From an optimization exercise on the open Yosys and OpenROAD flow, aimed at small area and a short achievable clock period; shortcuts taken in it are not production practice. RTL that was checked went through simulation tests only; none was proved equivalent to the original. Only the layout flow was run in runs 1 and 3; the RTL was not checked for function there.

**design.v**
```verilog
module nfu_fa (input a, input b, input c, output s, output co);
    wire x = a ^ b;
    assign s = x ^ c;
    assign co = (a & b) | (c & x);
endmodule
module nfu_ha (input a, input b, output s, output co);
    assign s = a ^ b;
    assign co = a & b;
endmodule
module top_diannao_node_vMAX (
        clk,
        i_inputs,
        i_synapses,
        i_op,
        i_nbout,
        i_load,
        o_to_edram
    );
    input           clk;
    input  [255:0]  i_inputs;
    input  [255:0]  i_synapses;
    input  [0:0]    i_op;
    input  [15:0]   i_nbout;
    input           i_load;
    output [15:0]   o_to_edram;
    function gt16;
        input [15:0] a, b;
        reg [15:0] g0, l0;
        reg [7:0] g1, l1;
        reg [3:0] g2, l2;
        reg [1:0] g3, l3;
        integer i;
        begin
            g0 = a & ~b;
            l0 = ~a & b;
            for (i = 0; i < 8; i = i + 1) begin
                g1[i] = g0[2*i+1] | (~l0[2*i+1] & g0[2*i]);
                l1[i] = l0[2*i+1] | (~g0[2*i+1] & l0[2*i]);
            end
            for (i = 0; i < 4; i = i + 1) begin
                g2[i] = g1[2*i+1] | (~l1[2*i+1] & g1[2*i]);
                l2[i] = l1[2*i+1] | (~g1[2*i+1] & l1[2*i]);
            end
            for (i = 0; i < 2; i = i + 1) begin
                g3[i] = g2[2*i+1] | (~l2[2*i+1] & g2[2*i]);
                l3[i] = l2[2*i+1] | (~g2[2*i+1] & l2[2*i]);
            end
            gt16 = g3[1] | (~l3[1] & g3[0]);
        end
    endfunction
    function [15:0] max4;
        input [15:0] a, b, c, d;
        reg ab, ac, ad, bc, bd, cd;
        begin
            ab = gt16(a, b);
            ac = gt16(a, c);
            ad = gt16(a, d);
            bc = gt16(b, c);
            bd = gt16(b, d);
            cd = gt16(c, d);
            max4 = ({16{ab & ac & ad}} & a) | ({16{~ab & bc & bd}} & b) |
                   ({16{~ac & ~bc & cd}} & c) | ({16{~ad & ~bd & ~cd}} & d);
        end
    endfunction
    function [15:0] max4t;
        input [15:0] a, b, c, d;
        reg [15:0] m0, m1;
        begin
            m0 = gt16(a, b) ? a : b;
            m1 = gt16(c, d) ? c : d;
            max4t = gt16(m0, m1) ? m0 : m1;
        end
    endfunction
    function [31:0] csa4;
        input [15:0] a, b, c, d;
        reg [15:0] x1, s1, c1, x2;
        begin
            x1 = a ^ b;
            s1 = x1 ^ c;
            c1 = {(a[14:0] & b[14:0]) | (c[14:0] & x1[14:0]), 1'b0};
            x2 = s1 ^ c1;
            csa4 = {(s1[14:0] & c1[14:0]) | (d[14:0] & x2[14:0]), 1'b0, x2 ^ d};
        end
    endfunction
    reg  [239:0] mag_a;
    reg  [239:0] mag_b;
    reg  [15:0]  sgn1;
    reg  [239:0] cs0;
    reg  [223:0] cs1;         
    reg  [15:0]  csc;
    reg  [15:0]  sgn2;
    reg  [63:0]  gsum0, gmax;
    reg  [59:0]  gsum1;       
    reg  [15:0]  rsum0, rmax;
    reg  [15:1]  rsum1;
    reg  [15:0]  out_reg;     
    reg  [15:0]  out_copy;    
    assign o_to_edram = out_copy;
    wire [239:0] h0_all;
    wire [15:0]  ci_all;
    wire [255:0] prod;
    wire [223:0] h1_lo;
    genvar j, k;
    generate
        for (j = 0; j < 16; j = j + 1) begin : lane
            always @(posedge clk) begin
                mag_a[15*j +: 15] <= i_inputs[16*j +: 15];
                mag_b[15*j +: 15] <= i_synapses[16*j +: 15];
                sgn1[j]           <= i_inputs[16*j+15] ^ i_synapses[16*j+15];
            end
            wire [17:0] bq = {2'b00, mag_b[15*j +: 15], 1'b0};
            wire [7:0]  one0, two0, neg0;
            genvar i;
            for (i = 0; i < 8; i = i + 1) begin : dig
                assign one0[i] = bq[2*i+1] ^ bq[2*i];
                assign two0[i] = (bq[2*i+2] & ~bq[2*i+1] & ~bq[2*i]) | (~bq[2*i+2] & bq[2*i+1] & bq[2*i]);
                assign neg0[i] = bq[2*i+2];
            end
            wire [8:0]  ext = -{neg0[4], 1'b0, neg0[3], 1'b0, neg0[2], 1'b0, neg0[1], 1'b0, neg0[0]};
            wire [14:0] h0, h1;
            wire        ci;
            wire pp1;
            wire pp2;
            wire pp3;
            wire pp4;
            wire pp5;
            wire pp6;
            wire pp7;
            wire pp8;
            wire pp9;
            wire pp10;
            wire pp11;
            wire pp12;
            wire pp13;
            wire pp14;
            wire pp15;
            wire pp16;
            wire pp17;
            wire pp18;
            wire pp19;
            wire pp20;
            wire pp21;
            wire pp22;
            wire pp23;
            wire pp24;
            wire pp25;
            wire pp26;
            wire pp27;
            wire pp28;
            wire pp29;
            wire pp30;
            wire pp31;
            wire pp32;
            wire pp33;
            wire pp34;
            wire pp35;
            wire pp36;
            wire pp37;
            wire pp38;
            wire pp39;
            wire pp40;
            wire pp41;
            wire pp42;
            wire pp43;
            wire pp44;
            wire pp45;
            wire pp46;
            wire pp47;
            wire pp48;
            wire pp49;
            wire pp50;
            wire pp51;
            wire pp52;
            wire pp53;
            wire pp54;
            wire pp55;
            wire pp56;
            wire pp57;
            wire pp58;
            wire pp59;
            wire pp60;
            wire pp61;
            wire pp62;
            wire pp63;
            wire pp64;
            wire pp65;
            wire pp66;
            wire pp67;
            wire pp68;
            wire pp69;
            wire pp70;
            wire pp71;
            wire pp72;
            wire pp73;
            wire pp74;
            wire pp75;
            wire pp76;
            wire pp77;
            wire pp78;
            wire pp79;
            wire pp80;
            wire pp81;
            wire pp82;
            wire pp83;
            wire pp84;
            wire pp85;
            wire pp86;
            wire pp87;
            wire pp88;
            wire pp89;
            wire pp90;
            wire pp91;
            wire pp92;
            wire pp93;
            wire pp94;
            wire pp95;
            wire pp96;
            wire pp97;
            wire pp98;
            wire pp99;
            wire pp100;
            wire pp101;
            wire pp102;
            wire pp103;
            wire pp104;
            wire pp105;
            wire pp106;
            wire pp107;
            wire pp108;
            wire pp109;
            wire pp110;
            wire pp111;
            wire pp112;
            wire pp113;
            wire pp114;
            wire pp115;
            wire pp116;
            wire pp117;
            wire pp118;
            wire pp119;
            wire s120;
            wire c121;
            wire s122;
            wire c123;
            wire s124;
            wire c125;
            wire s126;
            wire c127;
            wire s128;
            wire c129;
            wire s130;
            wire c131;
            wire s132;
            wire c133;
            wire s134;
            wire c135;
            wire s136;
            wire c137;
            wire s138;
            wire c139;
            wire s140;
            wire c141;
            wire s142;
            wire c143;
            wire s144;
            wire c145;
            wire s146;
            wire c147;
            wire s148;
            wire c149;
            wire s150;
            wire c151;
            wire s152;
            wire c153;
            wire s154;
            wire c155;
            wire s156;
            wire c157;
            wire s158;
            wire c159;
            wire s160;
            wire c161;
            wire s162;
            wire c163;
            wire s164;
            wire c165;
            wire s166;
            wire c167;
            wire s168;
            wire c169;
            wire s170;
            wire c171;
            wire s172;
            wire c173;
            wire s174;
            wire c175;
            wire s176;
            wire c177;
            wire s178;
            wire c179;
            wire s180;
            wire c181;
            wire s182;
            wire c183;
            wire s184;
            wire c185;
            wire s186;
            wire c187;
            wire s188;
            wire c189;
            wire s190;
            wire c191;
            wire s192;
            wire c193;
            wire s194;
            wire c195;
            wire s196;
            wire c197;
            wire s198;
            wire c199;
            wire s200;
            wire c201;
            wire s202;
            wire c203;
            wire s204;
            wire c205;
            wire s206;
            wire c207;
            wire s208;
            wire c209;
            wire s210;
            wire c211;
            wire s212;
            wire c213;
            wire s214;
            wire c215;
            wire s216;
            wire c217;
            wire s218;
            wire c219;
            wire s220;
            wire c221;
            wire s222;
            wire c223;
            wire s224;
            wire c225;
            wire s226;
            wire c227;
            wire s228;
            wire c229;
            wire s230;
            wire c231;
            wire s232;
            wire c233;
            wire s234;
            wire c235;
            wire s236;
            wire c237;
            wire s238;
            wire c239;
            wire s240;
            wire c241;
            wire s242;
            wire c243;
            wire s244;
            wire c245;
            wire s246;
            wire c247;
            wire s248;
            wire c249;
            wire s250;
            wire c251;
            wire s252;
            wire c253;
            wire s254;
            wire c255;
            wire s256;
            wire c257;
            wire s258;
            wire c259;
            wire s260;
            wire c261;
            wire s262;
            wire c263;
            wire s264;
            wire c265;
            wire s266;
            wire c267;
            wire s268;
            wire c269;
            wire s270;
            wire c271;
            wire s272;
            wire c273;
            wire s274;
            wire c275;
            wire s276;
            wire c277;
            wire s278;
            wire c279;
            wire s280;
            wire c281;
            wire s282;
            wire c283;
            wire s284;
            wire c285;
            wire s286;
            wire c287;
            wire s288;
            wire c289;
            wire s290;
            wire c291;
            wire s292;
            wire c293;
            wire s294;
            wire c295;
            wire s296;
            wire c297;
            wire s298;
            wire c299;
            wire s300;
            wire c301;
            wire s302;
            wire c303;
            wire s304;
            wire c305;
            wire s306;
            wire c307;
            wire s308;
            wire c309;
            wire s310;
            wire c311;
            wire s312;
            wire c313;
            wire s314;
            wire c315;
            wire s316;
            wire c317;
            wire s318;
            wire c319;
            wire s320;
            wire c321;
            wire s322;
            wire c323;
            wire s324;
            wire c325;
            wire s326;
            wire c327;
            wire s328;
            wire c329;
            wire s330;
            wire c331;
            wire s332;
            wire c333;
            wire s334;
            wire c335;
            wire s336;
            wire c337;
            assign pp1 = ((one0[0] & mag_a[15*j+0])) ^ neg0[0];
            assign pp2 = ((one0[0] & mag_a[15*j+1]) | (two0[0] & mag_a[15*j+0])) ^ neg0[0];
            assign pp3 = ((one0[0] & mag_a[15*j+2]) | (two0[0] & mag_a[15*j+1])) ^ neg0[0];
            assign pp4 = ((one0[0] & mag_a[15*j+3]) | (two0[0] & mag_a[15*j+2])) ^ neg0[0];
            assign pp5 = ((one0[0] & mag_a[15*j+4]) | (two0[0] & mag_a[15*j+3])) ^ neg0[0];
            assign pp6 = ((one0[0] & mag_a[15*j+5]) | (two0[0] & mag_a[15*j+4])) ^ neg0[0];
            assign pp7 = ((one0[0] & mag_a[15*j+6]) | (two0[0] & mag_a[15*j+5])) ^ neg0[0];
            assign pp8 = ((one0[0] & mag_a[15*j+7]) | (two0[0] & mag_a[15*j+6])) ^ neg0[0];
            assign pp9 = ((one0[0] & mag_a[15*j+8]) | (two0[0] & mag_a[15*j+7])) ^ neg0[0];
            assign pp10 = ((one0[0] & mag_a[15*j+9]) | (two0[0] & mag_a[15*j+8])) ^ neg0[0];
            assign pp11 = ((one0[0] & mag_a[15*j+10]) | (two0[0] & mag_a[15*j+9])) ^ neg0[0];
            assign pp12 = ((one0[0] & mag_a[15*j+11]) | (two0[0] & mag_a[15*j+10])) ^ neg0[0];
            assign pp13 = ((one0[0] & mag_a[15*j+12]) | (two0[0] & mag_a[15*j+11])) ^ neg0[0];
            assign pp14 = ((one0[0] & mag_a[15*j+13]) | (two0[0] & mag_a[15*j+12])) ^ neg0[0];
            assign pp15 = ((one0[0] & mag_a[15*j+14]) | (two0[0] & mag_a[15*j+13])) ^ neg0[0];
            assign pp16 = ((two0[0] & mag_a[15*j+14])) ^ neg0[0];
            assign pp17 = ((one0[1] & mag_a[15*j+0])) ^ neg0[1];
            assign pp18 = ((one0[1] & mag_a[15*j+1]) | (two0[1] & mag_a[15*j+0])) ^ neg0[1];
            assign pp19 = ((one0[1] & mag_a[15*j+2]) | (two0[1] & mag_a[15*j+1])) ^ neg0[1];
            assign pp20 = ((one0[1] & mag_a[15*j+3]) | (two0[1] & mag_a[15*j+2])) ^ neg0[1];
            assign pp21 = ((one0[1] & mag_a[15*j+4]) | (two0[1] & mag_a[15*j+3])) ^ neg0[1];
            assign pp22 = ((one0[1] & mag_a[15*j+5]) | (two0[1] & mag_a[15*j+4])) ^ neg0[1];
            assign pp23 = ((one0[1] & mag_a[15*j+6]) | (two0[1] & mag_a[15*j+5])) ^ neg0[1];
            assign pp24 = ((one0[1] & mag_a[15*j+7]) | (two0[1] & mag_a[15*j+6])) ^ neg0[1];
            assign pp25 = ((one0[1] & mag_a[15*j+8]) | (two0[1] & mag_a[15*j+7])) ^ neg0[1];
            assign pp26 = ((one0[1] & mag_a[15*j+9]) | (two0[1] & mag_a[15*j+8])) ^ neg0[1];
            assign pp27 = ((one0[1] & mag_a[15*j+10]) | (two0[1] & mag_a[15*j+9])) ^ neg0[1];
            assign pp28 = ((one0[1] & mag_a[15*j+11]) | (two0[1] & mag_a[15*j+10])) ^ neg0[1];
            assign pp29 = ((one0[1] & mag_a[15*j+12]) | (two0[1] & mag_a[15*j+11])) ^ neg0[1];
            assign pp30 = ((one0[1] & mag_a[15*j+13]) | (two0[1] & mag_a[15*j+12])) ^ neg0[1];
            assign pp31 = ((one0[1] & mag_a[15*j+14]) | (two0[1] & mag_a[15*j+13])) ^ neg0[1];
            assign pp32 = ((two0[1] & mag_a[15*j+14])) ^ neg0[1];
            assign pp33 = ((one0[2] & mag_a[15*j+0])) ^ neg0[2];
            assign pp34 = ((one0[2] & mag_a[15*j+1]) | (two0[2] & mag_a[15*j+0])) ^ neg0[2];
            assign pp35 = ((one0[2] & mag_a[15*j+2]) | (two0[2] & mag_a[15*j+1])) ^ neg0[2];
            assign pp36 = ((one0[2] & mag_a[15*j+3]) | (two0[2] & mag_a[15*j+2])) ^ neg0[2];
            assign pp37 = ((one0[2] & mag_a[15*j+4]) | (two0[2] & mag_a[15*j+3])) ^ neg0[2];
            assign pp38 = ((one0[2] & mag_a[15*j+5]) | (two0[2] & mag_a[15*j+4])) ^ neg0[2];
            assign pp39 = ((one0[2] & mag_a[15*j+6]) | (two0[2] & mag_a[15*j+5])) ^ neg0[2];
            assign pp40 = ((one0[2] & mag_a[15*j+7]) | (two0[2] & mag_a[15*j+6])) ^ neg0[2];
            assign pp41 = ((one0[2] & mag_a[15*j+8]) | (two0[2] & mag_a[15*j+7])) ^ neg0[2];
            assign pp42 = ((one0[2] & mag_a[15*j+9]) | (two0[2] & mag_a[15*j+8])) ^ neg0[2];
            assign pp43 = ((one0[2] & mag_a[15*j+10]) | (two0[2] & mag_a[15*j+9])) ^ neg0[2];
            assign pp44 = ((one0[2] & mag_a[15*j+11]) | (two0[2] & mag_a[15*j+10])) ^ neg0[2];
            assign pp45 = ((one0[2] & mag_a[15*j+12]) | (two0[2] & mag_a[15*j+11])) ^ neg0[2];
            assign pp46 = ((one0[2] & mag_a[15*j+13]) | (two0[2] & mag_a[15*j+12])) ^ neg0[2];
            assign pp47 = ((one0[2] & mag_a[15*j+14]) | (two0[2] & mag_a[15*j+13])) ^ neg0[2];
            assign pp48 = ((two0[2] & mag_a[15*j+14])) ^ neg0[2];
            assign pp49 = ((one0[3] & mag_a[15*j+0])) ^ neg0[3];
            assign pp50 = ((one0[3] & mag_a[15*j+1]) | (two0[3] & mag_a[15*j+0])) ^ neg0[3];
            assign pp51 = ((one0[3] & mag_a[15*j+2]) | (two0[3] & mag_a[15*j+1])) ^ neg0[3];
            assign pp52 = ((one0[3] & mag_a[15*j+3]) | (two0[3] & mag_a[15*j+2])) ^ neg0[3];
            assign pp53 = ((one0[3] & mag_a[15*j+4]) | (two0[3] & mag_a[15*j+3])) ^ neg0[3];
            assign pp54 = ((one0[3] & mag_a[15*j+5]) | (two0[3] & mag_a[15*j+4])) ^ neg0[3];
            assign pp55 = ((one0[3] & mag_a[15*j+6]) | (two0[3] & mag_a[15*j+5])) ^ neg0[3];
            assign pp56 = ((one0[3] & mag_a[15*j+7]) | (two0[3] & mag_a[15*j+6])) ^ neg0[3];
            assign pp57 = ((one0[3] & mag_a[15*j+8]) | (two0[3] & mag_a[15*j+7])) ^ neg0[3];
            assign pp58 = ((one0[3] & mag_a[15*j+9]) | (two0[3] & mag_a[15*j+8])) ^ neg0[3];
            assign pp59 = ((one0[3] & mag_a[15*j+10]) | (two0[3] & mag_a[15*j+9])) ^ neg0[3];
            assign pp60 = ((one0[3] & mag_a[15*j+11]) | (two0[3] & mag_a[15*j+10])) ^ neg0[3];
            assign pp61 = ((one0[3] & mag_a[15*j+12]) | (two0[3] & mag_a[15*j+11])) ^ neg0[3];
            assign pp62 = ((one0[3] & mag_a[15*j+13]) | (two0[3] & mag_a[15*j+12])) ^ neg0[3];
            assign pp63 = ((one0[3] & mag_a[15*j+14]) | (two0[3] & mag_a[15*j+13])) ^ neg0[3];
            assign pp64 = ((two0[3] & mag_a[15*j+14])) ^ neg0[3];
            assign pp65 = ((one0[4] & mag_a[15*j+0])) ^ neg0[4];
            assign pp66 = ((one0[4] & mag_a[15*j+1]) | (two0[4] & mag_a[15*j+0])) ^ neg0[4];
            assign pp67 = ((one0[4] & mag_a[15*j+2]) | (two0[4] & mag_a[15*j+1])) ^ neg0[4];
            assign pp68 = ((one0[4] & mag_a[15*j+3]) | (two0[4] & mag_a[15*j+2])) ^ neg0[4];
            assign pp69 = ((one0[4] & mag_a[15*j+4]) | (two0[4] & mag_a[15*j+3])) ^ neg0[4];
            assign pp70 = ((one0[4] & mag_a[15*j+5]) | (two0[4] & mag_a[15*j+4])) ^ neg0[4];
            assign pp71 = ((one0[4] & mag_a[15*j+6]) | (two0[4] & mag_a[15*j+5])) ^ neg0[4];
            assign pp72 = ((one0[4] & mag_a[15*j+7]) | (two0[4] & mag_a[15*j+6])) ^ neg0[4];
            assign pp73 = ((one0[4] & mag_a[15*j+8]) | (two0[4] & mag_a[15*j+7])) ^ neg0[4];
            assign pp74 = ((one0[4] & mag_a[15*j+9]) | (two0[4] & mag_a[15*j+8])) ^ neg0[4];
            assign pp75 = ((one0[4] & mag_a[15*j+10]) | (two0[4] & mag_a[15*j+9])) ^ neg0[4];
            assign pp76 = ((one0[4] & mag_a[15*j+11]) | (two0[4] & mag_a[15*j+10])) ^ neg0[4];
            assign pp77 = ((one0[4] & mag_a[15*j+12]) | (two0[4] & mag_a[15*j+11])) ^ neg0[4];
            assign pp78 = ((one0[4] & mag_a[15*j+13]) | (two0[4] & mag_a[15*j+12])) ^ neg0[4];
            assign pp79 = ((one0[4] & mag_a[15*j+14]) | (two0[4] & mag_a[15*j+13])) ^ neg0[4];
            assign pp80 = ((two0[4] & mag_a[15*j+14])) ^ neg0[4];
            assign pp81 = ((one0[5] & mag_a[15*j+0])) ^ neg0[5];
            assign pp82 = ((one0[5] & mag_a[15*j+1]) | (two0[5] & mag_a[15*j+0])) ^ neg0[5];
            assign pp83 = ((one0[5] & mag_a[15*j+2]) | (two0[5] & mag_a[15*j+1])) ^ neg0[5];
            assign pp84 = ((one0[5] & mag_a[15*j+3]) | (two0[5] & mag_a[15*j+2])) ^ neg0[5];
            assign pp85 = ((one0[5] & mag_a[15*j+4]) | (two0[5] & mag_a[15*j+3])) ^ neg0[5];
            assign pp86 = ((one0[5] & mag_a[15*j+5]) | (two0[5] & mag_a[15*j+4])) ^ neg0[5];
            assign pp87 = ((one0[5] & mag_a[15*j+6]) | (two0[5] & mag_a[15*j+5])) ^ neg0[5];
            assign pp88 = ((one0[5] & mag_a[15*j+7]) | (two0[5] & mag_a[15*j+6])) ^ neg0[5];
            assign pp89 = ((one0[5] & mag_a[15*j+8]) | (two0[5] & mag_a[15*j+7])) ^ neg0[5];
            assign pp90 = ((one0[5] & mag_a[15*j+9]) | (two0[5] & mag_a[15*j+8])) ^ neg0[5];
            assign pp91 = ((one0[5] & mag_a[15*j+10]) | (two0[5] & mag_a[15*j+9])) ^ neg0[5];
            assign pp92 = ((one0[5] & mag_a[15*j+11]) | (two0[5] & mag_a[15*j+10])) ^ neg0[5];
            assign pp93 = ((one0[5] & mag_a[15*j+12]) | (two0[5] & mag_a[15*j+11])) ^ neg0[5];
            assign pp94 = ((one0[5] & mag_a[15*j+13]) | (two0[5] & mag_a[15*j+12])) ^ neg0[5];
            assign pp95 = ((one0[5] & mag_a[15*j+14]) | (two0[5] & mag_a[15*j+13])) ^ neg0[5];
            assign pp96 = ((one0[6] & mag_a[15*j+0])) ^ neg0[6];
            assign pp97 = ((one0[6] & mag_a[15*j+1]) | (two0[6] & mag_a[15*j+0])) ^ neg0[6];
            assign pp98 = ((one0[6] & mag_a[15*j+2]) | (two0[6] & mag_a[15*j+1])) ^ neg0[6];
            assign pp99 = ((one0[6] & mag_a[15*j+3]) | (two0[6] & mag_a[15*j+2])) ^ neg0[6];
            assign pp100 = ((one0[6] & mag_a[15*j+4]) | (two0[6] & mag_a[15*j+3])) ^ neg0[6];
            assign pp101 = ((one0[6] & mag_a[15*j+5]) | (two0[6] & mag_a[15*j+4])) ^ neg0[6];
            assign pp102 = ((one0[6] & mag_a[15*j+6]) | (two0[6] & mag_a[15*j+5])) ^ neg0[6];
            assign pp103 = ((one0[6] & mag_a[15*j+7]) | (two0[6] & mag_a[15*j+6])) ^ neg0[6];
            assign pp104 = ((one0[6] & mag_a[15*j+8]) | (two0[6] & mag_a[15*j+7])) ^ neg0[6];
            assign pp105 = ((one0[6] & mag_a[15*j+9]) | (two0[6] & mag_a[15*j+8])) ^ neg0[6];
            assign pp106 = ((one0[6] & mag_a[15*j+10]) | (two0[6] & mag_a[15*j+9])) ^ neg0[6];
            assign pp107 = ((one0[6] & mag_a[15*j+11]) | (two0[6] & mag_a[15*j+10])) ^ neg0[6];
            assign pp108 = ((one0[6] & mag_a[15*j+12]) | (two0[6] & mag_a[15*j+11])) ^ neg0[6];
            assign pp109 = ((one0[7] & mag_a[15*j+0])) ^ 1'b0;
            assign pp110 = ((one0[7] & mag_a[15*j+1]) | (two0[7] & mag_a[15*j+0])) ^ 1'b0;
            assign pp111 = ((one0[7] & mag_a[15*j+2]) | (two0[7] & mag_a[15*j+1])) ^ 1'b0;
            assign pp112 = ((one0[7] & mag_a[15*j+3]) | (two0[7] & mag_a[15*j+2])) ^ 1'b0;
            assign pp113 = ((one0[7] & mag_a[15*j+4]) | (two0[7] & mag_a[15*j+3])) ^ 1'b0;
            assign pp114 = ((one0[7] & mag_a[15*j+5]) | (two0[7] & mag_a[15*j+4])) ^ 1'b0;
            assign pp115 = ((one0[7] & mag_a[15*j+6]) | (two0[7] & mag_a[15*j+5])) ^ 1'b0;
            assign pp116 = ((one0[7] & mag_a[15*j+7]) | (two0[7] & mag_a[15*j+6])) ^ 1'b0;
            assign pp117 = ((one0[7] & mag_a[15*j+8]) | (two0[7] & mag_a[15*j+7])) ^ 1'b0;
            assign pp118 = ((one0[7] & mag_a[15*j+9]) | (two0[7] & mag_a[15*j+8])) ^ 1'b0;
            assign pp119 = ((one0[7] & mag_a[15*j+10]) | (two0[7] & mag_a[15*j+9])) ^ 1'b0;
            nfu_ha HA121 (.a(sgn1[j]), .b(neg0[4]), .s(s120), .co(c121));
            nfu_ha HA123 (.a(sgn1[j]), .b(pp10), .s(s122), .co(c123));
            nfu_fa FA125 (.a(neg0[5]), .b(pp11), .c(pp25), .s(s124), .co(c125));
            nfu_ha HA127 (.a(pp12), .b(pp26), .s(s126), .co(c127));
            nfu_fa FA129 (.a(neg0[6]), .b(pp13), .c(pp27), .s(s128), .co(c129));
            nfu_ha HA131 (.a(pp41), .b(pp55), .s(s130), .co(c131));
            nfu_fa FA133 (.a(pp14), .b(pp28), .c(pp42), .s(s132), .co(c133));
            nfu_ha HA135 (.a(pp56), .b(pp70), .s(s134), .co(c135));
            nfu_fa FA137 (.a(pp15), .b(pp29), .c(pp43), .s(s136), .co(c137));
            nfu_fa FA139 (.a(pp57), .b(pp71), .c(pp85), .s(s138), .co(c139));
            nfu_fa FA141 (.a(pp16), .b(pp30), .c(pp44), .s(s140), .co(c141));
            nfu_fa FA143 (.a(pp58), .b(pp72), .c(pp86), .s(s142), .co(c143));
            nfu_fa FA145 (.a(ext[0]), .b(pp31), .c(pp45), .s(s144), .co(c145));
            nfu_fa FA147 (.a(pp59), .b(pp73), .c(pp87), .s(s146), .co(c147));
            nfu_fa FA149 (.a(ext[1]), .b(pp32), .c(pp46), .s(s148), .co(c149));
            nfu_fa FA151 (.a(pp60), .b(pp74), .c(pp88), .s(s150), .co(c151));
            nfu_fa FA153 (.a(ext[2]), .b(pp47), .c(pp61), .s(s152), .co(c153));
            nfu_ha HA155 (.a(pp75), .b(pp89), .s(s154), .co(c155));
            nfu_fa FA157 (.a(ext[3]), .b(pp48), .c(pp62), .s(s156), .co(c157));
            nfu_ha HA159 (.a(pp76), .b(pp90), .s(s158), .co(c159));
            nfu_fa FA161 (.a(ext[4]), .b(pp63), .c(pp77), .s(s160), .co(c161));
            nfu_ha HA163 (.a(ext[5]), .b(pp64), .s(s162), .co(c163));
            nfu_ha HA165 (.a(sgn1[j]), .b(neg0[2]), .s(s164), .co(c165));
            nfu_ha HA167 (.a(sgn1[j]), .b(pp6), .s(s166), .co(c167));
            nfu_fa FA169 (.a(sgn1[j]), .b(neg0[3]), .c(pp7), .s(s168), .co(c169));
            nfu_ha HA171 (.a(pp21), .b(pp35), .s(s170), .co(c171));
            nfu_fa FA173 (.a(sgn1[j]), .b(pp8), .c(pp22), .s(s172), .co(c173));
            nfu_ha HA175 (.a(pp36), .b(pp50), .s(s174), .co(c175));
            nfu_fa FA177 (.a(pp9), .b(pp23), .c(pp37), .s(s176), .co(c177));
            nfu_fa FA179 (.a(pp51), .b(pp65), .c(s120), .s(s178), .co(c179));
            nfu_fa FA181 (.a(pp24), .b(pp38), .c(pp52), .s(s180), .co(c181));
            nfu_fa FA183 (.a(pp66), .b(c121), .c(s122), .s(s182), .co(c183));
            nfu_fa FA185 (.a(pp39), .b(pp53), .c(pp67), .s(s184), .co(c185));
            nfu_fa FA187 (.a(pp81), .b(c123), .c(s124), .s(s186), .co(c187));
            nfu_fa FA189 (.a(pp40), .b(pp54), .c(pp68), .s(s188), .co(c189));
            nfu_fa FA191 (.a(pp82), .b(s126), .c(c125), .s(s190), .co(c191));
            nfu_fa FA193 (.a(pp69), .b(pp83), .c(pp96), .s(s192), .co(c193));
            nfu_fa FA195 (.a(c127), .b(s130), .c(s128), .s(s194), .co(c195));
            nfu_fa FA197 (.a(pp84), .b(pp97), .c(c131), .s(s196), .co(c197));
            nfu_fa FA199 (.a(s134), .b(c129), .c(s132), .s(s198), .co(c199));
            nfu_fa FA201 (.a(pp98), .b(pp109), .c(c135), .s(s200), .co(c201));
            nfu_fa FA203 (.a(c133), .b(s136), .c(s138), .s(s202), .co(c203));
            nfu_fa FA205 (.a(pp99), .b(pp110), .c(c137), .s(s204), .co(c205));
            nfu_fa FA207 (.a(c139), .b(s140), .c(s142), .s(s206), .co(c207));
            nfu_fa FA209 (.a(pp100), .b(pp111), .c(c141), .s(s208), .co(c209));
            nfu_fa FA211 (.a(c143), .b(s144), .c(s146), .s(s210), .co(c211));
            nfu_fa FA213 (.a(pp101), .b(pp112), .c(c145), .s(s212), .co(c213));
            nfu_fa FA215 (.a(c147), .b(s148), .c(s150), .s(s214), .co(c215));
            nfu_fa FA217 (.a(pp102), .b(pp113), .c(s154), .s(s216), .co(c217));
            nfu_fa FA219 (.a(c149), .b(c151), .c(s152), .s(s218), .co(c219));
            nfu_fa FA221 (.a(pp103), .b(pp114), .c(c155), .s(s220), .co(c221));
            nfu_fa FA223 (.a(s158), .b(c153), .c(s156), .s(s222), .co(c223));
            nfu_fa FA225 (.a(pp91), .b(pp104), .c(pp115), .s(s224), .co(c225));
            nfu_fa FA227 (.a(c159), .b(c157), .c(s160), .s(s226), .co(c227));
            nfu_fa FA229 (.a(pp78), .b(pp92), .c(pp105), .s(s228), .co(c229));
            nfu_fa FA231 (.a(pp116), .b(s162), .c(c161), .s(s230), .co(c231));
            nfu_fa FA233 (.a(ext[6]), .b(pp79), .c(pp93), .s(s232), .co(c233));
            nfu_fa FA235 (.a(pp106), .b(pp117), .c(c163), .s(s234), .co(c235));
            nfu_fa FA237 (.a(ext[7]), .b(pp80), .c(pp94), .s(s236), .co(c237));
            nfu_ha HA239 (.a(pp107), .b(pp118), .s(s238), .co(c239));
            nfu_fa FA241 (.a(ext[8]), .b(pp95), .c(pp108), .s(s240), .co(c241));
            nfu_ha HA243 (.a(sgn1[j]), .b(neg0[1]), .s(s242), .co(c243));
            nfu_ha HA245 (.a(sgn1[j]), .b(pp4), .s(s244), .co(c245));
            nfu_fa FA247 (.a(pp5), .b(pp19), .c(pp33), .s(s246), .co(c247));
            nfu_fa FA249 (.a(pp20), .b(pp34), .c(c165), .s(s248), .co(c249));
            nfu_fa FA251 (.a(pp49), .b(c167), .c(s170), .s(s250), .co(c251));
            nfu_fa FA253 (.a(c171), .b(s174), .c(c169), .s(s252), .co(c253));
            nfu_fa FA255 (.a(c175), .b(c173), .c(s176), .s(s254), .co(c255));
            nfu_fa FA257 (.a(c177), .b(c179), .c(s180), .s(s256), .co(c257));
            nfu_fa FA259 (.a(c181), .b(s184), .c(c183), .s(s258), .co(c259));
            nfu_fa FA261 (.a(c185), .b(s188), .c(s190), .s(s260), .co(c261));
            nfu_fa FA263 (.a(c189), .b(s192), .c(c191), .s(s262), .co(c263));
            nfu_fa FA265 (.a(c193), .b(s196), .c(c195), .s(s264), .co(c265));
            nfu_fa FA267 (.a(c197), .b(s200), .c(c199), .s(s266), .co(c267));
            nfu_fa FA269 (.a(c201), .b(s204), .c(c203), .s(s268), .co(c269));
            nfu_fa FA271 (.a(c205), .b(s208), .c(c207), .s(s270), .co(c271));
            nfu_fa FA273 (.a(c209), .b(s212), .c(c211), .s(s272), .co(c273));
            nfu_fa FA275 (.a(c213), .b(s216), .c(c215), .s(s274), .co(c275));
            nfu_fa FA277 (.a(c217), .b(s220), .c(c219), .s(s276), .co(c277));
            nfu_fa FA279 (.a(s224), .b(c221), .c(c223), .s(s278), .co(c279));
            nfu_fa FA281 (.a(c225), .b(s228), .c(s230), .s(s280), .co(c281));
            nfu_fa FA283 (.a(c229), .b(s232), .c(s234), .s(s282), .co(c283));
            nfu_fa FA285 (.a(s238), .b(c233), .c(s236), .s(s284), .co(c285));
            nfu_fa FA287 (.a(pp119), .b(c239), .c(c237), .s(s286), .co(c287));
            nfu_ha HA289 (.a(sgn1[j]), .b(neg0[0]), .s(s288), .co(c289));
            nfu_ha HA291 (.a(sgn1[j]), .b(pp2), .s(s290), .co(c291));
            nfu_fa FA293 (.a(pp3), .b(pp17), .c(s242), .s(s292), .co(c293));
            nfu_fa FA295 (.a(pp18), .b(c243), .c(s244), .s(s294), .co(c295));
            nfu_fa FA297 (.a(s164), .b(c245), .c(s246), .s(s296), .co(c297));
            nfu_fa FA299 (.a(s166), .b(c247), .c(s248), .s(s298), .co(c299));
            nfu_fa FA301 (.a(c249), .b(s168), .c(s250), .s(s300), .co(c301));
            nfu_fa FA303 (.a(s172), .b(c251), .c(s252), .s(s302), .co(c303));
            nfu_fa FA305 (.a(s178), .b(c253), .c(s254), .s(s304), .co(c305));
            nfu_fa FA307 (.a(s182), .b(c255), .c(s256), .s(s306), .co(c307));
            nfu_fa FA309 (.a(c257), .b(s186), .c(s258), .s(s308), .co(c309));
            nfu_fa FA311 (.a(c187), .b(c259), .c(s260), .s(s310), .co(c311));
            nfu_fa FA313 (.a(s194), .b(s262), .c(c261), .s(s312), .co(c313));
            nfu_fa FA315 (.a(s198), .b(c263), .c(s264), .s(s314), .co(c315));
            nfu_fa FA317 (.a(s202), .b(c265), .c(s266), .s(s316), .co(c317));
            nfu_fa FA319 (.a(s206), .b(c267), .c(s268), .s(s318), .co(c319));
            nfu_fa FA321 (.a(s210), .b(c269), .c(s270), .s(s320), .co(c321));
            nfu_fa FA323 (.a(s214), .b(c271), .c(s272), .s(s322), .co(c323));
            nfu_fa FA325 (.a(s218), .b(c273), .c(s274), .s(s324), .co(c325));
            nfu_fa FA327 (.a(s222), .b(c275), .c(s276), .s(s326), .co(c327));
            nfu_fa FA329 (.a(s226), .b(c277), .c(s278), .s(s328), .co(c329));
            nfu_fa FA331 (.a(c227), .b(c279), .c(s280), .s(s330), .co(c331));
            nfu_fa FA333 (.a(c231), .b(s282), .c(c281), .s(s332), .co(c333));
            nfu_fa FA335 (.a(c235), .b(s284), .c(c283), .s(s334), .co(c335));
            nfu_fa FA337 (.a(s240), .b(s286), .c(c285), .s(s336), .co(c337));
            wire [9:0] la = {s306, s304, s302, s300, s298, s296, s294, s292, s290, s288};
            wire [9:0] lb = {c305, c303, c301, c299, c297, c295, c293, c291, c289, pp1};
            wire [9:0] lg = la & lb;
            wire [9:0] lp = la | lb;
            wire g10 = lg[1] | (lp[1] & lg[0]);
            wire g32 = lg[3] | (lp[3] & lg[2]), p32 = lp[3] & lp[2];
            wire g54 = lg[5] | (lp[5] & lg[4]), p54 = lp[5] & lp[4];
            wire g76 = lg[7] | (lp[7] & lg[6]), p76 = lp[7] & lp[6];
            wire g98 = lg[9] | (lp[9] & lg[8]), p98 = lp[9] & lp[8];
            wire g30 = g32 | (p32 & g10);
            wire g74 = g76 | (p76 & g54), p74 = p76 & p54;
            wire g70 = g74 | (p74 & g30);
            assign ci = g98 | (p98 & g70);
            assign h0 = {s336 ^ c335, s334, s332, s330, s328, s326, s324, s322, s320, s318, s316, s314, s312, s310, s308};
            assign h1 = {1'b0, c333, c331, c329, c327, c325, c323, c321, c319, c317, c315, c313, c311, c309, c307};
            assign h0_all[15*j +: 15] = h0;
            assign h1_lo[14*j +: 14] = h1[13:0];
            assign ci_all[j] = ci;
            wire [15:0] psum = {cs0[15*j +: 15], 1'b1} + {1'b0, cs1[14*j +: 14], csc[j]};
            assign prod[16*j +: 16] = {sgn2[j], psum[15:1]};
        end
    endgenerate
    wire [63:0] gsum0_d, gsum1_d, gmax_d;
    generate
        for (k = 0; k < 4; k = k + 1) begin : grp
            wire [15:0] p0 = prod[64*k +: 16];
            wire [15:0] p1 = prod[64*k+16 +: 16];
            wire [15:0] p2 = prod[64*k+32 +: 16];
            wire [15:0] p3 = prod[64*k+48 +: 16];
            assign {gsum1_d[16*k +: 16], gsum0_d[16*k +: 16]} = csa4(p0, p1, p2, p3);
            assign gmax_d[16*k +: 16] = max4(p0, p1, p2, p3);
        end
    endgenerate
    wire [15:0] gs0 = gsum0[15:0]  + {gsum1[14:0],  1'b0};
    wire [15:0] gs1 = gsum0[31:16] + {gsum1[29:15], 1'b0};
    wire [15:0] gs2 = gsum0[47:32] + {gsum1[44:30], 1'b0};
    wire [15:0] gs3 = gsum0[63:48] + {gsum1[59:45], 1'b0};
    wire [31:0] ss = csa4(gs0, gs1, gs2, gs3);
    wire [15:0] sm = max4(gs0, gs1, gs2, gs3);
    wire [31:0] ms = csa4(gmax[15:0], gmax[31:16], gmax[47:32], gmax[63:48]);
    wire [15:0] mm = max4t(gmax[15:0], gmax[31:16], gmax[47:32], gmax[63:48]);
    wire [15:0] rs1 = {rsum1, 1'b0};
    wire [15:0] fx  = rsum0 ^ rs1;
    wire [15:0] fs  = fx ^ out_reg;
    wire [15:0] fc  = {(rsum0[14:0] & rs1[14:0]) | (out_reg[14:0] & fx[14:0]), 1'b0};
    wire [15:0] fin_sum = fs + fc;
    wire        take = gt16(rmax, out_reg);
    wire [15:0] fin_max = take ? rmax : out_reg;
    wire [15:0] fin     = i_op[0] ? fin_max : fin_sum;
    wire [15:0] fin_max_c = ({16{take}} & rmax) | ({16{~take}} & out_reg);
    wire [15:0] fin_c     = i_op[0] ? fin_max_c : fin_sum;
    always @(posedge clk) begin
        cs0     <= h0_all;
        cs1     <= h1_lo;
        csc     <= ci_all;
        sgn2    <= sgn1;
        gsum0   <= gsum0_d;
        gsum1   <= {gsum1_d[63:49], gsum1_d[47:33], gsum1_d[31:17], gsum1_d[15:1]};
        gmax    <= gmax_d;
        rsum0   <= i_op[0] ? ms[15:0]  : ss[15:0];
        rsum1   <= i_op[0] ? ms[31:17] : ss[31:17];
        rmax    <= i_op[0] ? mm : sm;
        out_reg <= i_load ? fin : i_nbout;
        out_copy <= i_load ? fin_c : i_nbout;
    end
endmodule
```
**flow/run.sh**
```bash
#!/bin/bash
# Standard ORFS layout (the standard.sh, standard synthesis unchanged), with
# extra settings for timing repair, clock tree and port buffers.
set -euo pipefail
bash standard.sh SETUP_SLACK_MARGIN=8.3 "CTS_ARGS=-sink_clustering_enable -repair_clock_nets -sink_clustering_size 30 -sink_clustering_max_diameter 80 -dont_use_dummy_load -distance_between_buffers 300" "BUFFER_PORTS_ARGS=-buffer_cell sky130_fd_sc_hd__buf_1" finish > standard.log 2>&1
```
**standard.sh**
```bash
#!/bin/bash
# synth_recipe.tcl (not shown) runs the flow's synth.tcl, then flattens the netlist and writes it again
# the make line also repeats each setting of config.mk as NAME=value (left out here)
make -C /OpenROAD-flow-scripts/flow DESIGN_CONFIG=/design/flow/config.mk WORK_HOME=/design/flow/orfs CLKGATE_MAP_FILE= SYNTH_SCRIPT=/design/flow/synth_recipe.tcl "${@:-finish}"
```
**config.mk**
```make
export PLATFORM = sky130hd
export DESIGN_NAME = top_diannao_node_vMAX
export DESIGN_NICKNAME = top_diannao_node_vMAX
export VERILOG_FILES = /design/flow/design.v
export SDC_FILE = /design/flow/constraint.sdc
export NUM_CORES = 8
export LEC_CHECK = 0
export ABC_AREA = 1
export CAP_MARGIN = 10
export CORE_MARGIN = 2
export CORE_UTILIZATION = 40
export SETUP_SLACK_MARGIN = 5
export SLEW_MARGIN = 10
export SYNTH_HIERARCHICAL = 1
```
**constraint.sdc**
```tcl
create_clock -name core_clock -period 12.0 [get_ports {clk}]
set_input_delay 2.4000 -clock core_clock [delete_from_list [all_inputs] [get_ports {clk}]]
set_output_delay 2.4000 -clock core_clock [all_outputs]
set_load 0.01 [all_outputs]
```
==> metrics.md, run 1 <==
| Metric | Value |
|---|---|
| Post-detailed-route wirelength per cell | 20.1 µm |
| Primary FF master, synth | dfxtp_1 |
| CP arrival | 1340 ps |
| Average size of a mapped cell | 8.28 µm² |
| CTS sink cnt | 1259 |
| Placed cell areas | 0.139 mm² |
| Detailed Route Iter0 Violations | 10200 |
| CTS tree | built |
| CP Launch Type | flop |
| Filler instances | 33100 |
| Flops & latches, synth | 1259 |
| I/O pin count | 547 |
| Initial Utilization | 0.401 |
| Die area | 0.339 mm² |
| Tot GR Track Use | 0.240 |
| Layout Area Growth over Synthesis | 8.73% |
| Gate Count Post-Synth | 16100 |
| Post-route cell area | 0.145 mm² |
| # rows | 212 |
| Yosys cell types | 63 |
| Final worst-path cycle share | 0.312 |
| Largest net degree at the start of global routing | 66 |
| Max-cap violations | 0 |
| Ys async rst share | 0 |
| Gpl congestion | 1.02 |
| H-tree depth | 3 |
| Root buf cell | clkbuf_16 |
| Grt total ovfl | 0 |
| Largest regs | cs0 x240, mag_a x240, mag_b x240 |
| Final Util | 0.436 |
| Total number of vias | 113000 |
| Clock slew at reported path FFs | 90 ps |
| DRC errors left | 0 |
| Share of cells above drive strength 1 | 0.0543 |
| Deepest clock path buffer count | 3 |
| Setup TNS | 0 ps |
| Max Clk Rate | 267 MHz |
| Cell Chain, Critical Path | buf_6 |
| Vias in the first global route | 109000 |
| Crit Path Class | reg2out |
| Vias/cell | 5.48 |
| RSZ-0062 raised after global routing | true |
| Status | timing/DRC/antenna clean |
| Final hold viol count | 0 |
| DIE WIDTH | 582 µm |
| TritonRoute pass-1 iters | 7 |
| Worst Setup End Kind | output port |
| Clock Skew | 128 ps |
| Relative slew slack | 0.346 |
| Fin. max-slew vios | 0 |
| Hold crit path type | reg2reg |
| ANT nets after route | 0 |
| CP peak stage delay | 400 ps |
| Worst Path Buf+Inv | 1 |
| Final setup viols | 0 |
| DRT Wirelength | 416 mm |
| Worst EP required | 9600 ps |
| Worst skew pair latency | 820 ps |
| Global-route wire length before repair | 647 mm |
| Total number of yosys warnings | 7 |
| Core ar. | 0.333 mm² |
| CTS Buf Count | 106 |
| Worst slew pin tran | 977 ps |
| CP max FO | 1 |
| Register area share after synthesis | 0.190 |
| Mapped cell area | 0.134 mm² |
| Kind of cell adding the most delay to the critical path | flip-flops |
| Layout Nets | 19300 |
| Tmin final | 3740 ps |
| IO Port Bufs | 546 |
| Die Span Y | 582 µm |
| Slowest cell on the critical path | dfxtp_4 |
| Syn Nets | 19100 |
| Detailed placer's ending HPWL | 327 mm |
| EDFF count, synth | 16 |
| Initial antenna violation count | 19 |
==> path summary, 6_finish.rpt <==
| path | cells after the start | start | slack [ps] | endpoint |
|---|---|---|---|---|
| worst min-delay path | 2 | sgn2[10] | 540 | gmax[47] |
| worst max-delay path | 1 | out_copy[1] | 8260 | o_to_edram[1] |
| worst max register to register | 9 | mag_b[228] | 8410 | cs1[215] |
| worst min register to register | 2 | sgn2[10] | 540 | gmax[47] |
==> per-module statistics from Yosys, one instance, submodules excluded <==
module | area [µm²] | copies in the design | cells | flip-flops and latches
nfu_ha | 12.5 | 272 | 1 | 0
nfu_fa | 20.0 | 1472 | 1 | 0
top_diannao_node_vMAX | 101000 | 1 | 14400 | 1259
==> placed cells by master, fill, tap and decap left out, drive strengths merged, types with 61 or more instances in the layout <==
cell / n
nand3b: 62
nand4: 233
o21bai: 63
nand3: 806
o22ai: 1737
xnor2: 87
o21ai: 371
clkinv: 65
xor2: 1793
fa: 1647
buf: 774
nand2: 3015
dfxtp: 1243
a21oi: 569
inv: 1641
clkbuf: 109
nor3: 61
nor2: 938
ha: 810
==> worst min-delay path: stages, from the launching register on <==
cell	delay (ps)
dfxtp_1	340
nand4_1	130
nand4_1	100
==> synthesized netlist by cell type, drive strengths merged, types with 12 or more instances <==
cell type | number | area share
nand3 | 805 | 0.030
clkinv | 65 | 0.0018
dfxtp | 1243 | 0.19
inv | 1655 | 0.047
o21ai | 371 | 0.014
ha | 810 | 0.076
o21a | 34 | 0.0019
o311ai | 13 | 0.00085
o211ai | 28 | 0.0016
nor3 | 61 | 0.0023
nand3b | 62 | 0.0035
edfxtp | 16 | 0.0036
xnor2 | 87 | 0.0058
xor2 | 1793 | 0.12
nand4 | 233 | 0.011
a31oi | 15 | 0.00070
a21o | 23 | 0.0013
a21oi | 568 | 0.022
buf | 136 | 0.0049
o21bai | 63 | 0.0036
o31a | 12 | 0.00079
fa | 1647 | 0.25
nor2 | 937 | 0.027
a21boi | 39 | 0.0023
clkbuf | 608 | 0.017
o22ai | 1737 | 0.081
nand2 | 3015 | 0.086
a22oi | 19 | 0.0011
==> stage by stage <==
step           cells  hold slack, ps  setup slack, ps
2_1_floorplan  16100             503             8340
3_3_place_gp   20500             574             7500
3_5_place_dp   20500             572             7450
4_1_cts        20600             544             8180
5_1_grt        20700             569             8170
6_report       20700             544             8260
==> cells by family (layout without fill, tap and decap cells) <==
group,count (synthesis),count (layout),synth area share
AOI/OAI and AO/OA,2940,2941,0.132
xor gates and xnor gates,1880,1880,0.124
DFF,1259,1259,0.190
other,0,10,0
muxes,6,6,0.000450
and+or+nand+nor,5136,5138,0.161
buffers and inverters,2464,2604,0.0704
adders and majority gates,2458,2458,0.323
==> final cells by class <==
cell class                      instances  area, µm²  share of cell area
Tap cell                             4387       5490              0.0378
Clock buffer                          106       2650              0.0183
Multi-Input combinational cell      12400     101000               0.693
Timing Repair Buffer                  777       4380              0.0302
Sequential cell                      1259      25600               0.176
Inverter                             1720       6510              0.0448
Timing Repair inverter                  1       5.00           0.0000345
Antenna cell                           10       25.0            0.000172
==> repair_timing <==
| item | in CTS | in global routing |
|---|---|---|
| buffers inserted | 19 | 63 |
| pin swaps | 11 | 27 |
| hold buffers | 0 | 0 |
| endpoints found under the setup margin | 565 | 438 |
| resized for setup | 290 | 399 |
| cloned | 1 | 4 |
==> layer usage <==
layer	GRT usage	wire length (µm)
met1	0.360	195000
met2	0.359	178000
met3	0.0397	33900
met4	0.0515	9120
met5	0	0
==> run 2: changes to the inputs <==
--- a/design.v
+++ b/design.v
@@ -87,4 +87,3 @@
     reg  [15:0]  sgn1;
-    reg  [239:0] cs0;
-    reg  [223:0] cs1;         
+    reg  [239:0] cs0, cs1;
     reg  [15:0]  csc;
@@ -98,6 +97,5 @@
     assign o_to_edram = out_copy;
-    wire [239:0] h0_all;
+    wire [239:0] h0_all, h1_all;
     wire [15:0]  ci_all;
     wire [255:0] prod;
-    wire [223:0] h1_lo;
     genvar j, k;
@@ -699,8 +697,8 @@
             assign ci = g98 | (p98 & g70);
-            assign h0 = {s336 ^ c335, s334, s332, s330, s328, s326, s324, s322, s320, s318, s316, s314, s312, s310, s308};
-            assign h1 = {1'b0, c333, c331, c329, c327, c325, c323, c321, c319, c317, c315, c313, c311, c309, c307};
+            assign h0 = {s336, s334, s332, s330, s328, s326, s324, s322, s320, s318, s316, s314, s312, s310, s308};
+            assign h1 = {c335, c333, c331, c329, c327, c325, c323, c321, c319, c317, c315, c313, c311, c309, c307};
             assign h0_all[15*j +: 15] = h0;
-            assign h1_lo[14*j +: 14] = h1[13:0];
+            assign h1_all[15*j +: 15] = h1;
             assign ci_all[j] = ci;
-            wire [15:0] psum = {cs0[15*j +: 15], 1'b1} + {1'b0, cs1[14*j +: 14], csc[j]};
+            wire [15:0] psum = {cs0[15*j +: 15], 1'b1} + {cs1[15*j +: 15], csc[j]};
             assign prod[16*j +: 16] = {sgn2[j], psum[15:1]};
@@ -739,3 +737,3 @@
         cs0     <= h0_all;
-        cs1     <= h1_lo;
+        cs1     <= h1_all;
         csc     <= ci_all;
==> flow/run.sh (replaced) <==
#!/bin/bash
# Standard ORFS layout (the standard.sh, standard synthesis unchanged), with
# extra settings for timing repair, clock tree and port buffers.
set -euo pipefail
bash standard.sh SETUP_SLACK_MARGIN=8.2 CTS_CLUSTER_SIZE=30 CTS_CLUSTER_DIAMETER=80 "BUFFER_PORTS_ARGS=-buffer_cell sky130_fd_sc_hd__buf_1" PRE_DETAIL_PLACE_TCL=$PWD/flow/move_outcopy.tcl finish > standard.log 2>&1
==> flow/move_outcopy.tcl (new file) <==
# Run before detailed placement (PRE_DETAIL_PLACE_TCL): put each flip-flop
# whose only load is an output port's buffer next to that buffer, so the
# register-to-output wire is short.  Detailed placement then legalizes.
set block [ord::get_db_block]
set moved 0
foreach inst [$block getInsts] {
  set master [[$inst getMaster] getName]
  if {![string match "sky130_fd_sc_hd__df*" $master]} { continue }
  foreach iterm [$inst getITerms] {
    if {![$iterm isOutputSignal]} { continue }
    set net [$iterm getNet]
    if {$net == "NULL"} { continue }
    set loads {}
    foreach it2 [$net getITerms] {
      if {[$it2 getInst] != $inst} { lappend loads [$it2 getInst] }
    }
    if {[llength $loads] != 1 || [llength [$net getBTerms]] != 0} { continue }
    set buf [lindex $loads 0]
    # the load must be a buffer that drives an output port
    set drives_port 0
    foreach it3 [$buf getITerms] {
      if {[$it3 isOutputSignal] && [$it3 getNet] != "NULL" && [llength [[$it3 getNet] getBTerms]] > 0} { set drives_port 1 }
    }
    if {!$drives_port} { continue }
    set loc [$buf getLocation]
    $inst setLocation [lindex $loc 0] [lindex $loc 1]
    incr moved
  }
}
puts "move_outcopy: moved $moved flip-flops next to their output buffers"
--- a/config.mk
+++ b/config.mk
@@ -8,3 +8,3 @@
 export ABC_AREA = 1
-export CAP_MARGIN = 10
+export CAP_MARGIN = 40
 export CORE_MARGIN = 2
@@ -12,3 +12,3 @@
 export SETUP_SLACK_MARGIN = 5
-export SLEW_MARGIN = 10
+export SLEW_MARGIN = 40
 export SYNTH_HIERARCHICAL = 1
==> metrics.md, run 2 <==
| Metric | Value |
|---|---|
| Global-route wire length before repair | 626 mm |
| Post-synth top area cell | fa_1 |
| Relative slew slack | 0.414 |
| Initial Utilization | 0.401 |
| Cell Chain, Critical Path | buf_2 |
| Slowest cell on the critical path | dfxtp_1 |
| TritonRoute pass-1 iters | 6 |
| Register area share after synthesis | 0.192 |
| Grt total ovfl | 0 |
| Simple-gate area share of the yosys netlist | 0.158 |
| Max Clk Rate | 267 MHz |
| Vias/cell | 5.42 |
| Final worst-path cycle share | 0.312 |
| IO Port Bufs | 546 |
| Total number of yosys warnings | 7 |
| Share of cells above drive strength 1 | 0.0514 |
| Final setup viols | 0 |
| Layout Area Growth over Synthesis | 9.42% |
| Detailed Route Iter0 Violations | 9332 |
| Status | timing/DRC/antenna clean |
| EDFF count, synth | 16 |
| Largest net degree at the start of global routing | 61 |
| Die Span Y | 582 µm |
| DIE WIDTH | 582 µm |
| RSZ-0062 raised after global routing | true |
| Yosys cell types | 64 |
| CTS sink cnt | 1275 |
| Worst Setup End Kind | output port |
| Gate Count Post-Synth | 16200 |
| Cts hold-fix bufs | 0 |
| Gpl congestion | 0.948 |
| H-tree depth | 3 |
| Worst skew pair latency | 900 ps |
| Tot GR Track Use | 0.229 |
| Final hold viol count | 0 |
| Post-detailed-route wirelength per cell | 19.0 µm |
| Hold crit path type | reg2reg |
| Vias in the first global route | 110000 |
| Clock Skew | 39.9 ps |
| Synth top area cells | fa_1, dfxtp_1, xor2_1, nand2_1, o22ai_1 |
| Most frequent cells in the layout | nand2_1, xor2_1, o22ai_1, fa_1, inv_1 |
| Synth Area in Compound Gates | 0.132 |
| I/O pin count | 547 |
| Synth top area share | 0.247 |
| DRC errors left | 0 |
| Ys async rst share | 0 |
| Kind of cell adding the most delay to the critical path | flip-flops |
| CP arrival | 1350 ps |
| Worst slew pin tran | 876 ps |
| Adder-cell area share of the yosys netlist | 0.322 |
| CP max FO | 1 |
| Detailed placer's ending HPWL | 309 mm |
| Worst Path Buf+Inv | 1 |
| CTS tree | built |
| Primary FF master, synth | dfxtp_1 |
| Layout Nets | 19300 |
| Total number of vias | 112000 |
| Main combinational cell family by area after synthesis | adder cells |
| Flops & latches, synth | 1275 |
| Setup TNS | 0 ps |
| Core ar. | 0.333 mm² |
| Non-Filler Instances | 20800 |
| Mux cell area share after synthesis | 0.000524 |
| Syn Nets | 19100 |
| ANT nets after route | 0 |
| Most numerous cell in the Yosys netlist | nand2_1 |
| CTS Buf Count | 113 |
| Commonest non-fill, non-tap cell in the layout | nand2_1 |
| Tmin final | 3750 ps |
| Crit Path Class | reg2out |
| CP peak stage delay | 320 ps |
| Clock slew at reported path FFs | 90 ps |
| Max-cap violations | 0 |
| DRT Wirelength | 396 mm |
| Inst Count DP | 20500 |
| Worst EP required | 9600 ps |
| Root buf cell | clkbuf_16 |
| Average size of a mapped cell | 8.28 µm² |
| Synth top cells by count | nand2_1, xor2_1, o22ai_1 |
| Filler instances | 33100 |
| Fin. max-slew vios | 0 |
| Die area | 0.339 mm² |
| Post-Synth XOR/XNOR Area | 0.124 |
| Deepest clock path buffer count | 4 |
| CP Launch Type | flop |
| Initial antenna violation count | 17 |
| # rows | 212 |
| Mapped cell area | 0.134 mm² |
[run 2: stage by stage]
stage | setup WS [ps] | hold slack (ps) | cell area, µm² | utilization
final | 8250 | 639 | 146000 | 0.439
after global placement | 6910 | 576 | 139000 | 0.418
after detailed placement | 7300 | 632 | 140000 | 0.419
after global routing | 8160 | 682 | 146000 | 0.439
after floorplan | 8270 | 503 | 134000 | -
after CTS | 8160 | 643 | 145000 | 0.434
[run 2: worst paths after layout]
| kind | from | to | slack (ps) | depth (start not counted) |
|---|---|---|---|---|
| setup / recovery | out_copy[13] | o_to_edram[13] | 8250 | 1 |
| hold / removal | sgn1[3] | sgn2[3] | 640 | 0 |
| setup reg to reg | mag_b[170] | cs0[173] | 8330 | 10 |
| hold reg to reg | sgn1[3] | sgn2[3] | 640 | 0 |
[run 2: logic make-up after synthesis]
kind of cell,after synthesis
DFF,1275
xor gates and xnor gates,1881
adders and majority gates,2458
buffers and inverters,2481
muxes,7
and+or+nand+nor,5102
AOI/OAI and AO/OA,2952
[run 2: routing by layer]
metal	GRT usage	wire length, µm
met1	0.319	176000
met2	0.372	182000
met3	0.0279	25000
met4	0.0687	12800
met5	0	34
[run 2: modules after synthesis, one instance, submodules excluded]
module,area [µm²],times used
nfu_ha,12.5,272
top_diannao_node_vMAX,101000,1
nfu_fa,20.0,1472
[run 2: timing repair]
item | in CTS | in global routing
endpoints found under the hold margin | 0 | 0
endpoints found under the setup margin | 157 | 358
gates resized for setup | 91 | 294
pin swaps | 6 | 27
cloned | 2 | 2
buffers inserted | 15 | 57
[run 2: cell type report]
type / instances / area, µm² / share of cell area
inverters: 1746 / 6600 / 0.0451
repair buffers: 743 / 3790 / 0.0259
multi-input cells: 12400 / 100000 / 0.684
well taps: 4387 / 5490 / 0.0375
diodes: 5 / 12.5 / 0.0000855
clock inverters: 90 / 1570 / 0.0107
repair inverters: 1 / 5.00 / 0.0000342
clock buffers: 119 / 2910 / 0.0199
flip-flops and latches: 1275 / 25800 / 0.177
==> run 3: changes to the inputs <==
--- a/design.v
+++ b/design.v
@@ -27,23 +27,21 @@
         input [15:0] a, b;
-        reg [15:0] g0, l0;
-        reg [7:0] g1, l1;
-        reg [3:0] g2, l2;
-        reg [1:0] g3, l3;
-        integer i;
+        reg [15:0] G, P, Gn, Pn;
+        integer i, d;
         begin
-            g0 = a & ~b;
-            l0 = ~a & b;
-            for (i = 0; i < 8; i = i + 1) begin
-                g1[i] = g0[2*i+1] | (~l0[2*i+1] & g0[2*i]);
-                l1[i] = l0[2*i+1] | (~g0[2*i+1] & l0[2*i]);
+            G = a & ~b;
+            P = a | ~b;
+            for (d = 1; d < 16; d = d * 2) begin
+                for (i = 0; i < 16; i = i + 1) begin
+                    if (i % (2*d) == 2*d-1) begin
+                        Gn[i] = G[i] | (P[i] & G[i-d]);
+                        Pn[i] = P[i] & P[i-d];
+                    end else begin
+                        Gn[i] = G[i];
+                        Pn[i] = P[i];
+                    end
+                end
+                G = Gn;
+                P = Pn;
             end
-            for (i = 0; i < 4; i = i + 1) begin
-                g2[i] = g1[2*i+1] | (~l1[2*i+1] & g1[2*i]);
-                l2[i] = l1[2*i+1] | (~g1[2*i+1] & l1[2*i]);
-            end
-            for (i = 0; i < 2; i = i + 1) begin
-                g3[i] = g2[2*i+1] | (~l2[2*i+1] & g2[2*i]);
-                l3[i] = l2[2*i+1] | (~g2[2*i+1] & l2[2*i]);
-            end
-            gt16 = g3[1] | (~l3[1] & g3[0]);
+            gt16 = G[15];
         end
==> flow/run.sh (replaced) <==
#!/bin/bash
# Standard ORFS layout (the standard.sh, standard synthesis unchanged), with
# extra settings for timing repair, clock tree and port buffers.
set -euo pipefail
bash standard.sh SETUP_SLACK_MARGIN=8.2 "CTS_ARGS=-sink_clustering_enable -repair_clock_nets -sink_clustering_size 30 -sink_clustering_max_diameter 80 -dont_use_dummy_load" "BUFFER_PORTS_ARGS=-buffer_cell sky130_fd_sc_hd__buf_1" finish > standard.log 2>&1
--- a/config.mk
+++ b/config.mk
@@ -8,3 +8,3 @@
 export ABC_AREA = 1
-export CAP_MARGIN = 40
+export CAP_MARGIN = 10
 export CORE_MARGIN = 2
@@ -12,3 +12,3 @@
 export SETUP_SLACK_MARGIN = 5
-export SLEW_MARGIN = 40
+export SLEW_MARGIN = 10
 export SYNTH_HIERARCHICAL = 1
removed: flow/move_outcopy.tcl
==> metrics.md, run 3 <==
| Metric | Value |
|---|---|
| Worst skew pair latency | 910 ps |
| Share of cells above drive strength 1 | 0.0486 |
| Fin. max-slew vios | 0 |
| I/O pin count | 547 |
| Vias in the first global route | 109000 |
| CTS sink cnt | 1275 |
| Most numerous cell in the Yosys netlist | nand2_1 |
| Die area | 0.338 mm² |
| Most frequent cells in the layout | nand2_1, xor2_1, o22ai_1, fa_1, inv_1 |
| CP peak stage delay | 410 ps |
| Hold worst-path end | out_copy[0] |
| Synth top area share | 0.250 |
| DRT Wirelength | 404 mm |
| Clock Skew | 110 ps |
| Largest net degree at the start of global routing | 71 |
| Worst EP required | 9600 ps |
| Crit Path Class | reg2out |
| Tmin final | 3810 ps |
| Total number of vias | 112000 |
| EDFF count, synth | 16 |
| Post-detailed-route wirelength per cell | 19.8 µm |
| Vias/cell | 5.47 |
| Reg-to-reg critical path endpoint | csc[5] |
| RSZ-0062 raised after global routing | true |
| Post-synth top area cell | fa_1 |
| Cell Chain, Critical Path | buf_6 |
| Yosys cell types | 63 |
| Final worst-path cycle share | 0.318 |
| R2R depth | 13 |
| Final Util | 0.436 |
| Final setup viols | 0 |
| TritonRoute pass-1 iters | 13 |
| Initial antenna violation count | 29 |
| CTS Buf Count | 110 |
| Syn Nets | 18900 |
| Tot GR Track Use | 0.235 |
| Non-Filler Instances | 20500 |
| Slowest cell on the critical path | dfxtp_4 |
| Worst Setup End Kind | output port |
| Relative slew slack | 0.321 |
| Global-route wire length before repair | 635 mm |
| Detailed Route Iter0 Violations | 9548 |
| DIE WIDTH | 581 µm |
| Average size of a mapped cell | 8.35 µm² |
| Min-Delay Path Depth | 2 |
| Filler instances | 33000 |
| CTS tree | built |
| Max-cap violations | 0 |
| CP arrival | 1410 ps |
| Root buf cell | clkbuf_16 |
| Worst Path Buf+Inv | 1 |
| Hold crit path type | reg2reg |
| ANT nets after route | 0 |
| Worst slew pin tran | 1020 ps |
| CP Launch Type | flop |
| Ys async rst share | 0 |
| Core ar. | 0.331 mm² |
| Layout Nets | 19100 |
| Gate Count Post-Synth | 15900 |
| Placed cell areas | 0.139 mm² |
| CP max FO | 1 |
| Commonest non-fill, non-tap cell in the layout | nand2_1 |
| Setup TNS | 0 ps |
| H-tree depth | 3 |
| Status | timing/DRC/antenna clean |
| Grt total ovfl | 0 |
| Max Clk Rate | 262 MHz |
| Post-route cell area | 0.144 mm² |
| # rows | 211 |
| Detailed placer's ending HPWL | 317 mm |
| Mapped cell area | 0.133 mm² |
| Worst reg-to-reg setup slack | 8260 ps |
| Final hold viol count | 0 |
| Worst R2R Start | mag_b[80] |
| Primary FF master, synth | dfxtp_1 |
| Initial Utilization | 0.403 |
| Clock slew at reported path FFs | 100 ps |
| Gpl congestion | 0.959 |
| Synth top area cells | fa_1, dfxtp_1, xor2_1, nand2_1, o22ai_1 |
| Inst Count DP | 20200 |
| Die Span Y | 581 µm |
| Flops & latches, synth | 1275 |
| Synth top cells by count | nand2_1, xor2_1, o22ai_1 |
| Register area share after synthesis | 0.193 |
| DRC errors left | 0 |
| Deepest clock path buffer count | 4 |
| Hold Path Origin | out_reg[0] |
| IO Port Bufs | 546 |
| Kind of cell adding the most delay to the critical path | flip-flops |
| Total number of yosys warnings | 7 |
| Layout Area Growth over Synthesis | 8.19% |
-- run 3: worst max-delay path by stage --
stage | from | to | slack (ps) | cells after the start
6_report | out_copy[7] | o_to_edram[7] | 8190 | 1
5_1_grt | mag_b[76] | csc[5] | 8050 | 14
4_1_cts | mag_b[80] | csc[5] | 7920 | 9
3_5_place_dp | mag_b[80] | csc[5] | 6830 | 9
3_3_place_gp | mag_b[80] | csc[5] | 6870 | 9
2_1_floorplan | mag_b[121] | csc[8] | 8340 | 14
-- run 3: layout make-up --
class                   instances  area (µm²)  share of cell area
clock buffers                 110        2750              0.0191
inverters                    1651        6250              0.0434
flip-flops and latches       1275       25900               0.179
diodes                          9        22.5            0.000156
well taps                    4366        5460              0.0379
multi-input cells           12300       99600               0.691
repair buffers                766        4140              0.0287
-- run 3: per-module statistics from Yosys, one instance, submodules excluded --
module	times used	flip-flops and latches
top_diannao_node_vMAX	1	1275
nfu_fa	1472	0
nfu_ha	272	0
-- run 3: through the flow --
step | hold WS (ps) | setup WS (ps)
6_report | 585 | 8190
3_3_place_gp | 549 | 6870
2_1_floorplan | 480 | 8340
3_5_place_dp | 554 | 6830
4_1_cts | 590 | 7920
5_1_grt | 637 | 8050
-- run 3: kinds of logic after synthesis --
family,after synthesis,share of synthesized area
AO/OA/AOI/OAI,2845,0.127
flip-flops,1275,0.193
multiplexers,2,0.000150
buffers and inverters,2390,0.0685
AND/OR/NAND/NOR,5101,0.162
adder cells (fa/ha/maj),2469,0.326
XOR/XNOR,1862,0.124
-- run 3: per-layer routing --
metal | routed length [µm] | vias up | track usage | part of all wire
met2 | 181000 | 3925 | 0.369 | 0.45
met1 | 185000 | 54600 | 0.339 | 0.46
met4 | 11200 | 12 | 0.0607 | 0.028
met5 | 81 | - | 0 | 0.00020
li1 | - | 52900 | - | -
met3 | 27300 | 524 | 0.0293 | 0.067
-- run 3: what timing repair did --
| action | CTS | global route |
|---|---|---|
| endpoints found under the setup margin | 516 | 351 |
| setup buffers | 14 | 85 |
| hold buffers | 0 | 0 |
| resized for setup | 183 | 281 |
| gates cloned | 0 | 0 |
| pin swaps | 2 | 26 |

## what the ideal ports hide
The flow's constraints put no driver on any port. The routed layouts listed below were extracted and timed again, unchanged, in two steps.
Step 1 sets driving cells, clkbuf_16 on the clock port and buf_2 on the other inputs (assumed; they add their load-dependent delay and slew).
Step 2 also shifts input and output timing later by t, the mid clock arrival at the registers, as if the neighbouring blocks saw the same clock.
Three values: no drivers, after step 1, after step 2; two values: the first two.
| run | t, ns | setup slack, ns | hold slack, ns | clock arrival spread, ns | pins driven straight from the clock port |
|---|---|---|---|---|---|
| run 1 | 0.877 | 8.260 / 8.145 / 7.496 | 0.544 / 0.544 / 0.544 | 0.173 / 0.173 | 1 |
| run 2 | 0.993 | 8.252 / 8.141 / 7.318 | 0.639 / 0.639 / 0.639 | 0.051 / 0.051 | 1 |
| run 3 | 0.963 | 8.186 / 8.079 / 7.450 | 0.585 / 0.585 / 0.585 | 0.115 / 0.115 | 1 |
After both steps every run listed still meets setup and hold. The setup slack of run 2, which loses most, moves by -0.111 ns with the drivers and by -0.934 ns with both steps.
